Source: an optimization exercise on an open RTL-to-GDS flow (aim: small area and a short achievable clock period). Production flows keep margins and buffers that such runs may drop. At most, simulation tests tie the RTL to the original design; equivalence was not proved. Function not checked in runs 2 and 3: the RTL went through the layout flow alone. Power figures rest on the tool's default switching activity, not on a simulated workload.

## flow/design.v (module list and top-level ports; edited modules follow where they fit)
// module IMU_synth: 2026 lines
module IMU_synth (data, value, row, clk, rst);
  // ...
==> flow/flow/run.sh <==
#!/bin/bash
# Layout flow: the standard ORFS flow (standard.sh) with two make settings added:
#  - SYNTH_ARGS=-noabc: Yosys's synth skips its early generic "abc -fast" pass, so extract_fa
#    maps the RTL's explicit full adders directly, without polarity inverters between them.
#    Registers, their names and their cell types are the same as the standard synthesis.
#  - BUFFER_PORTS_ARGS: the port buffers are buf_2 cells (repair may resize them later).
# Each tool's full output is in orfs/logs/; make's own output goes to standard.log.
set -euo pipefail
bash standard.sh SYNTH_ARGS=-noabc "BUFFER_PORTS_ARGS=-buffer_cell sky130_fd_sc_hd__buf_2" finish > standard.log 2>&1
==> flow/standard.sh <==
#!/bin/bash
# synth_recipe.tcl (not shown) runs the flow's synth.tcl, then flattens the netlist and writes it again
# the make line also repeats each setting of config.mk as NAME=value (left out here)
make -C /OpenROAD-flow-scripts/flow DESIGN_CONFIG=/design/flow/config.mk WORK_HOME=/design/flow/orfs CLKGATE_MAP_FILE= SYNTH_SCRIPT=/design/flow/synth_recipe.tcl "${@:-finish}"
==> flow/config.mk <==
export PLATFORM = sky130hd
export DESIGN_NAME = IMU_synth
export DESIGN_NICKNAME = IMU_synth
export VERILOG_FILES = /design/flow/design.v
export SDC_FILE = /design/flow/constraint.sdc
export NUM_CORES = 4
export LEC_CHECK = 0
export ABC_AREA = 1
export ABC_CLOCK_PERIOD_IN_PS = 4000
export CAP_MARGIN = 20
export CORE_MARGIN = 2
export CORE_UTILIZATION = 45
export CTS_BUF_LIST = sky130_fd_sc_hd__clkbuf_4 sky130_fd_sc_hd__clkbuf_8
export SETUP_SLACK_MARGIN = 3.8
export SLEW_MARGIN = 20
==> flow/constraint.sdc <==
create_clock -name core_clock -period 8.0 [get_ports {clk}]
set_input_delay 1.6000 -clock core_clock [delete_from_list [all_inputs] [get_ports {clk}]]
set_output_delay 1.6000 -clock core_clock [all_outputs]
set_load 0.01 [all_outputs]
==> flow_metrics.tcl, run 1 <==
set metrics [dict create \
    hp-class "flip-flop to flip-flop" \
    combPwrFrac 0.765 \
    gp_congestion 0.8881 \
    powerSeq_mw 1.25 \
    slew_viol_final 0 \
    grt_max_degree 64 \
    regToRegEndpoint "hp_q[7]" \
    synth_top_family_by_area "adder cells" \
    rr_worst_depth 10 \
    reg_top3 "hp_q (31), hg_q (30), a_r (23)" \
    placed_area_um2 17470 \
    final_area_um2 19560 \
    final-setup-viol-count 0 \
    netlist_top_cells_area "fa_1 30%, dfxtp_1 18%, xor2_1 14%, o22ai_1 9.8%, ha_1 7.7%" \
    internal_power_mw 4.066 \
    yosys_warnings 1 \
    nFillCells 3350 \
    wl_per_cell_um 22.89 \
    seq_area_frac_synth 0.1757 \
    seq_area_um2 3039 \
    synth_edf_count 0 \
    startpoint "one_r[0]" \
    cp_slowest_cell "fa_1" \
    grt_usage 0.2841 \
    worst_slew_pin_slew_ps 1063 \
    endpoint "hp_q[7]" \
    synth_compound_area_frac 0.1166 \
    rsz0062_at_grt "true" \
    rows 70 \
    drc 0 \
    pg_clk_mw 0.611 \
    crit_cells 10 \
    status "timing/DRC/antenna clean" \
    final.setup_skew_ps 24.43 \
    comb.multi_input.count 1337 \
    final_util 0.5318 \
    seqPwrFrac 0.158 \
]
==> run 2, diff against run 1 <==
--- a/flow/design.v
+++ b/flow/design.v
@@ -1846,29 +1846,31 @@
   wire c907;
   assign s906 = ~(c903 ^ c905);
   assign c907 = c903 | c905;
   wire [47:0] rs = {s906, c901, c897, c891, c885, c877, c869, c859, c849, c837, c825, c811, c797, c781, c765, c747, c729, c709, c689, c667, c645, c621, c597, c575, c553, c531, c511, c491, c473, c455, c439, c423, c409, c395, s392, c371, c361, s360, s348, c335, c329, s328, s322, s316, c313, s312, pp2, pp1};
   wire [47:0] rc = {1'b0, s904, s900, s896, s890, s884, s876, s868, s858, s848, s836, s824, s810, s796, s780, s764, s746, s728, s708, s688, s666, s644, s620, s596, s574, s552, s530, s510, s490, s472, s454, s438, s422, s408, s394, s382, s370, 1'b0, s350, s342, s334, 1'b0, 1'b0, s318, s314, 1'b0, 1'b0, neg_r[0]};
   wire [17:0] lo = {1'b0, rs[16:0]} + {1'b0, rc[16:0]};
   wire [30:0] hg = rs[47:17] & rc[47:17];
   wire [30:0] hp = rs[47:17] ^ rc[47:17];
-  reg [30:0] hg_q, hp_q;
+  reg [30:0] hs_q, hc_q;
   reg ci_q, s_q, v_q;
   reg [7:0] e_q;
   reg [7:0] e1_q;
   always @(posedge clk) begin
-    hg_q <= hg;
-    hp_q <= hp;
+    hs_q <= rs[47:17];
+    hc_q <= rc[47:17];
     ci_q <= lo[17];
     e_q <= e_r;
     e1_q <= e_r + 8'd1;
     s_q <= s_r;
     v_q <= rst & v_r;
   end
+  wire [30:0] hg_q = hs_q & hc_q;
+  wire [30:0] hp_q = hs_q ^ hc_q;
   wire gg_0_1 = hg_q[0] | (hp_q[0] & ci_q);
   wire gg_2_3 = hg_q[2] | (hp_q[2] & hg_q[1]);
   wire gp_2_3 = hp_q[2] & hp_q[1];
   wire gg_4_5 = hg_q[4] | (hp_q[4] & hg_q[3]);
   wire gp_4_5 = hp_q[4] & hp_q[3];
   wire gg_6_7 = hg_q[6] | (hp_q[6] & hg_q[5]);
   wire gp_6_7 = hp_q[6] & hp_q[5];
   wire gg_8_9 = hg_q[8] | (hp_q[8] & hg_q[7]);
==> flow_metrics.tcl, run 2 <==
set metrics [dict create \
    status "timing/DRC/antenna clean" \
    drc 0 \
    slew_headroom 0.2227 \
    ios 98 \
    reg_top3 "hs_q (31), hc_q (30), a_r (23)" \
    final.setup_skew_ps 19.77 \
    nFillCells 3276 \
    rows 70 \
    overflow 0 \
    final_hold_viol_count 0 \
    path_buf_inv 1 \
    final-setup-viol-count 0 \
    drive_above_1_share 0.2340 \
    root_buffer "clkbuf_8" \
    crit_top_cell "nand2_2" \
    seq_area_um2 3044 \
    antenna_left 0 \
    critical_path.top_delay_family "simple AND/OR/NAND/NOR gates" \
    syn_nets 2240 \
    yosys_warnings 1 \
    final_common_cell "xor2_1" \
    largest_register_ff_count 31 \
    ir_worst_vdd_v 0.0002203 \
    drt_iter0_markers 1539 \
    worstPathMaxFanout 8 \
    syn_to_final_growth_pct 16.49 \
    grt.met1_usage 0.3707 \
    tns_ps 0 \
    cp_slowest_cell "dfxtp_2" \
    synth_top_area_cell "fa_1" \
    synth_most_common_cell "xor2_1" \
    fp.dieArea_um2 39090 \
    avgViaCountPerCell 5.929 \
    chipWidth_um 197.7 \
    min_period_over_period 0.5254 \
    final_util 0.5347 \
    gp_congestion 0.8464 \
    core_area_um2 36790 \
    grt_usage 0.2791 \
    grt_pass1_wl_um 82810 \
    met3_usage 0.08244 \
    cts_tree "built" \
    worst_ep_arrival_time_ps 2600 \
    slew_viol_final 0 \
    syn_avg_cell_area_um2 9.303 \
    netlist-cell-type-count 36 \
    setup.worst_path.class "flip-flop to output port" \
    synth_edf_count 0 \
    p_leak_nw 8.627 \
    netlist.area_leader.share 0.3047 \
    regMostFlops "hs_q" \
    end_kind "output port" \
    clkSinkCount 148 \
    layout_common_cells "271 x xor2_1, 253 x o22ai_1, 235 x fa_1, 148 x nand2_1, 147 x inv_1" \
    ys.flop_type "dfxtp_1" \
    worst_slew_pin_slew_ps 1155 \
    max_stage_delay_ps 340 \
    synthesis.area_um2 16880 \
    syn_inst 1815 \
    multi_input_area_um2 13500 \
    final_area_um2 19670 \
    seq_area_frac_synth 0.1755 \
    clk_pin_slew_ps 100 \
    synth_common_cells "273 x xor2_1, 264 x o22ai_1, 257 x fa_1" \
    firstDrtPassIters 6 \
    antenna_found_initial 0 \
    wl_per_cell_um 22.81 \
    placed_area_um2 17510 \
    cts-htree-levels 4 \
    die_h_um 197.7 \
    fmax_mhz 237.9 \
    top_usage_layer "met2" \
    clk_latency_ps 510 \
    synthArstFlopShare 0 \
    nets 2318 \
    dp.cells 2261 \
    routed_wl_um 54180 \
    route.vias.total 14080 \
    fin_cells 2375 \
    cellPowerDensity_nw_per_um2 395.2 \
    hpwl_um 34230 \
    netlist_top_cells_area "fa_1 30%, dfxtp_1 18%, xor2_1 14%, o22ai_1 9.8%, ha_1 7.6%" \
    portBuffers 97 \
    synth_seq_cells 148 \
    max_cap_violations 0 \
    rsz0062_at_grt "true" \
    cts_buffers 17 \
    grt_max_degree 64 \
    cp-start-kind "flip-flop" \
    gr-usage-met2 0.4177 \
    finalCriticalPeriod_ps 4203 \
    start_util 0.4590 \
    hp-class "flip-flop to flip-flop" \
    cp.required_ps 6400 \
    cp_cell_sequence "ha_4 -> nand2_2 -> nand2_2 -> nand3_2 -> nand2_4 -> nand2_2 -> nand2_2 -> nor2_4 -> nand3_4 -> nand2_8 -> nand3_1 -> nand2_1 -> buf_2" \
    grt_pass1_vias 14360 \
    cts_buffer_depth 2 \
]
[run 2: layout make-up]
| cell class | instances | share of cell area |
|---|---|---|
| clock inverters | 13 | 0.006043 |
| clock buffers | 19 | 0.01330 |
| inverters | 191 | 0.04275 |
| multi-input cells | 1342 | 0.6864 |
| repair buffers | 176 | 0.06094 |
| well taps | 468 | 0.02977 |
| repair inverters | 17 | 0.005852 |
| diodes | 1 | 0.0001272 |
| flip-flops and latches | 148 | 0.1548 |
[run 2: report_power, final]
part	total [mW]	switching, mW	internal [mW]
Sequential	1.24	0.164	1.07
Combinational	5.95	3.32	2.63
Clock	0.585	0.345	0.241
Total	7.77	3.83	3.95
[run 2: path summary, 6_finish.rpt]
path	slack (ps)	startpoint	cells after the start	to
max	3800	hs_q[24]	13	data[9]
min	340	s_r	0	s_q
max reg2reg	3800	one_r[0]	11	hc_q[7]
min reg2reg	340	s_r	0	s_q
[run 2: metal layers]
metal,part of all wire,vias to the layer above
met1,0.41,6805
li1,-,6144
met5,0,-
met2,0.44,947
met4,0.044,0
met3,0.11,186
[run 2: logic make-up (layout without fill, tap and decap cells)]
group,after synthesis,after routing,synth area share
compound gates,323,323,0.1169
fa+ha+maj,359,359,0.3803
mux,4,4,0.002667
flops,148,148,0.1755
buf+inv,331,416,0.07810
simple gates,350,356,0.09092
xor+xnor,300,300,0.1556
other cells,0,1,0
[run 2: per-stage QoR]
stage	hold slack [ps]	worst slack, ps	total power [mW]
detailed placement	324.9	3251	6.402
global route	349.9	3648	8.669
finish	343.1	3797	7.773
floorplan	309.6	3843	4.940
CTS	346.1	3744	7.338
global placement	309.8	3365	6.250
[run 2: what timing repair did]
action                     CTS  global route
setup buffers               27            31
setup endpoints to repair   61            51
gates resized for setup    107           160
hold buffers                 0             0
pin swaps                   22            63
cloned                      21             2
==> run 3, diff against run 2 <==
--- a/flow/config.mk
+++ b/flow/config.mk
@@ -12,4 +12,4 @@
 export CORE_UTILIZATION = 45
 export CTS_BUF_LIST = sky130_fd_sc_hd__clkbuf_4 sky130_fd_sc_hd__clkbuf_8
-export SETUP_SLACK_MARGIN = 3.8
+export SETUP_SLACK_MARGIN = 3.5
 export SLEW_MARGIN = 20
==> flow_metrics.tcl, run 3 <==
set metrics [dict create \
    syn_avg_cell_area_um2 9.303 \
    setup.worst_path.class "flip-flop to flip-flop" \
    slew_viol_final 0 \
    n_antenna_cell 0 \
    r2r_slack_ps 3530 \
    grt_pass1_vias 13790 \
    cts_buffer_depth 2 \
    final_area_um2 18600 \
    reg_top3 "hs_q (31), hc_q (30), a_r (23)" \
    finalCriticalPeriod_ps 4474 \
    synth_edf_count 0 \
    synth_most_common_cell "xor2_1" \
    drt_iter0_markers 1327 \
    hpwl_um 34070 \
    cellPowerDensity_nw_per_um2 385.1 \
    ir_worst_vdd_v 0.0001871 \
    rows 70 \
    synthesis.area_um2 16880 \
    grt_pass1_wl_um 77140 \
    netlist.area_leader.share 0.3047 \
    firstDrtPassIters 7 \
    grt_usage 0.2572 \
    netlist_top_cells_area "fa_1 30%, dfxtp_1 18%, xor2_1 14%, o22ai_1 9.8%, ha_1 7.6%" \
    chipWidth_um 197.7 \
    syn_inst 1815 \
    routed_wl_um 52480 \
    p_leak_nw 8.402 \
    worst_ep_arrival_time_ps 4870 \
    final.setup_skew_ps 16.94 \
    startpoint "two_r[7]" \
    worst_slack_ps 3526 \
    antenna_found_initial 0 \
    syn_nets 2240 \
    drc 0 \
    largest_register_ff_count 31 \
    min_period_over_period 0.5592 \
    end_kind "flip-flop" \
    cp.required_ps 8390 \
    synth_top_area_cell "fa_1" \
    yosys_warnings 1 \
    r2r-start "two_r[7]" \
    rsz0062_at_grt "true" \
    regMostFlops "hs_q" \
    layout_common_cells "272 x xor2_1, 264 x o22ai_1, 256 x fa_1, 171 x nand2_1, 150 x inv_1" \
    route.vias.total 13960 \
    worst_slew_pin_slew_ps 1154 \
    cts-htree-levels 4 \
    synthArstFlopShare 0 \
    cts_buffers 17 \
    clk_pin_slew_ps 90 \
    netlist-cell-type-count 36 \
    die_h_um 197.7 \
    dp_slack_ps 3283 \
    dp.cells 2259 \
    overflow 0 \
    worstPathMaxFanout 22 \
    clkSinkCount 148 \
    avgViaCountPerCell 5.941 \
    tns_ps 0 \
    cp-start-kind "flip-flop" \
    start_util 0.4590 \
    synth_seq_cells 148 \
    final-setup-viol-count 0 \
    fmax_mhz 223.5 \
    ios 98 \
    max_cap_violations 0 \
    grt_max_degree 64 \
    hp-start "s_r" \
    drive_above_1_share 0.1590 \
    cts_tree "built" \
    portBuffers 97 \
    root_buffer "clkbuf_8" \
    wl_per_cell_um 22.34 \
    seq_area_frac_synth 0.1755 \
    final_common_cell "xor2_1" \
    synth_common_cells "273 x xor2_1, 264 x o22ai_1, 257 x fa_1" \
    ys.flop_type "dfxtp_1" \
    core_area_um2 36790 \
    placed_area_um2 17500 \
    fp.dieArea_um2 39090 \
    antenna_left 0 \
    gp_congestion 0.8671 \
    status "timing/DRC/antenna clean" \
    hp-class "flip-flop to flip-flop" \
    fin_cells 2349 \
    slew_headroom 0.2239 \
    syn_to_final_growth_pct 10.15 \
    nets 2294 \
    clk_latency_ps 510 \
    final_hold_viol_count 0 \
]
==> run 3: final cells by class <==
cell class / instances / area (um2)
sequential: 148 / 2977
timing repair inverter: 17 / 112.6
clock buffer: 21 / 276.5
multi-input combinational: 1342 / 12850
tap: 468 / 585.6
clock inverter: 10 / 97.59
fill: 3408 / 18190
timing repair buffer: 152 / 898.4
inverter: 191 / 799.5
==> run 3: per-stage QoR <==
stage / power [mW] / hold WS, ps / utilization
floorplan: 4.940 / 309.6 / -
global placement: 6.237 / 309.7 / 0.4757
detailed placement: 6.375 / 315.7 / 0.4757
CTS: 7.030 / 336.5 / 0.4881
global route: 8.047 / 343.5 / 0.5056
finish: 7.162 / 334.6 / 0.5056
==> run 3: report_power, final <==
group	total (mW)	switching [mW]	internal [mW]
Combinational	5.41	3.13	2.28
Clock	0.589	0.319	0.269
Sequential	1.17	0.105	1.06
==> run 3: kinds of logic (layout without fill, tap and decap cells) <==
kind of cell,after synthesis,count (layout),synth area share
XOR/XNOR,300,300,0.1556
AND/OR/NAND/NOR,350,356,0.09092
buffers and inverters,331,391,0.07810
adder cells (fa/ha/maj),359,359,0.3803
flip-flops,148,148,0.1755
multiplexers,4,4,0.002667
AO/OA/AOI/OAI,323,323,0.1169
==> run 3: final timing paths <==
path / end / depth (start not counted)
setup / recovery: hc_q[10] / 9
hold / removal: s_q / 0
setup reg to reg: hc_q[10] / 9
hold reg to reg: s_q / 0
==> run 3: metal layers <==
metal  part of all wire  routed length (um)  global-route usage  vias to the layer above
met4              0.041                2138              0.1016                        0
li1                   -                   -                   -                     6093
met1               0.42               22220              0.3552                     6811
met5                  0                   0            0.002554                        -
met2               0.44               22950              0.3978                      875
met3              0.098                5167             0.05110                      176
==> run 3: critical path, stage by stage (launching register included) <==
cell and delay, ps:
dfxtp_1 420, clkinvlp_4 550, o22ai_1 410, xor2_1 220, fa_1 490, fa_1 430, fa_1 450, fa_1 440
fa_1 540, fa_1 400
==> run 3: what timing repair did <==
item                       CTS  global route
setup endpoints to repair   39            37
hold buffers                 0             0
buffers inserted             2            34
gates resized for setup     14            76
pin swaps                    2             9
cloned                       0            23

re-timing with driven ports:
The flow's constraints put no driver on any port. The routed layouts listed below were extracted and timed again, unchanged, in two steps.
Step 1 (the two cells are an assumption about what drives the block):
set clk [get_ports {clk}]
set_driving_cell -lib_cell sky130_fd_sc_hd__clkbuf_16 $clk
set_driving_cell -lib_cell sky130_fd_sc_hd__buf_2 [delete_from_list [all_inputs] $clk]
Step 2, shift: input delay + t, output delay - t, t = (earliest + latest rising clock arrival at the registers) / 2. This alone moves slack from input paths to output paths.
a / b / c = ideal / step 1 / step 2; a / b = the first two.
run	t (ns)	slack for setup (ns)	hold slack, ns	clock arrival spread, ns	worst register clock-pin slew, ns
run 1	0.546	3.782 / 3.782 / 3.782	0.333 / 0.333 / 0.333	0.025 / 0.024	0.11 / 0.11
run 2	0.541	3.797 / 3.751 / 3.798	0.343 / 0.343 / 0.343	0.020 / 0.020	0.10 / 0.10
run 3	0.548	3.526 / 3.526 / 3.526	0.335 / 0.335 / 0.335	0.017 / 0.017	0.09 / 0.09
After both steps setup and hold are still met in every run listed.
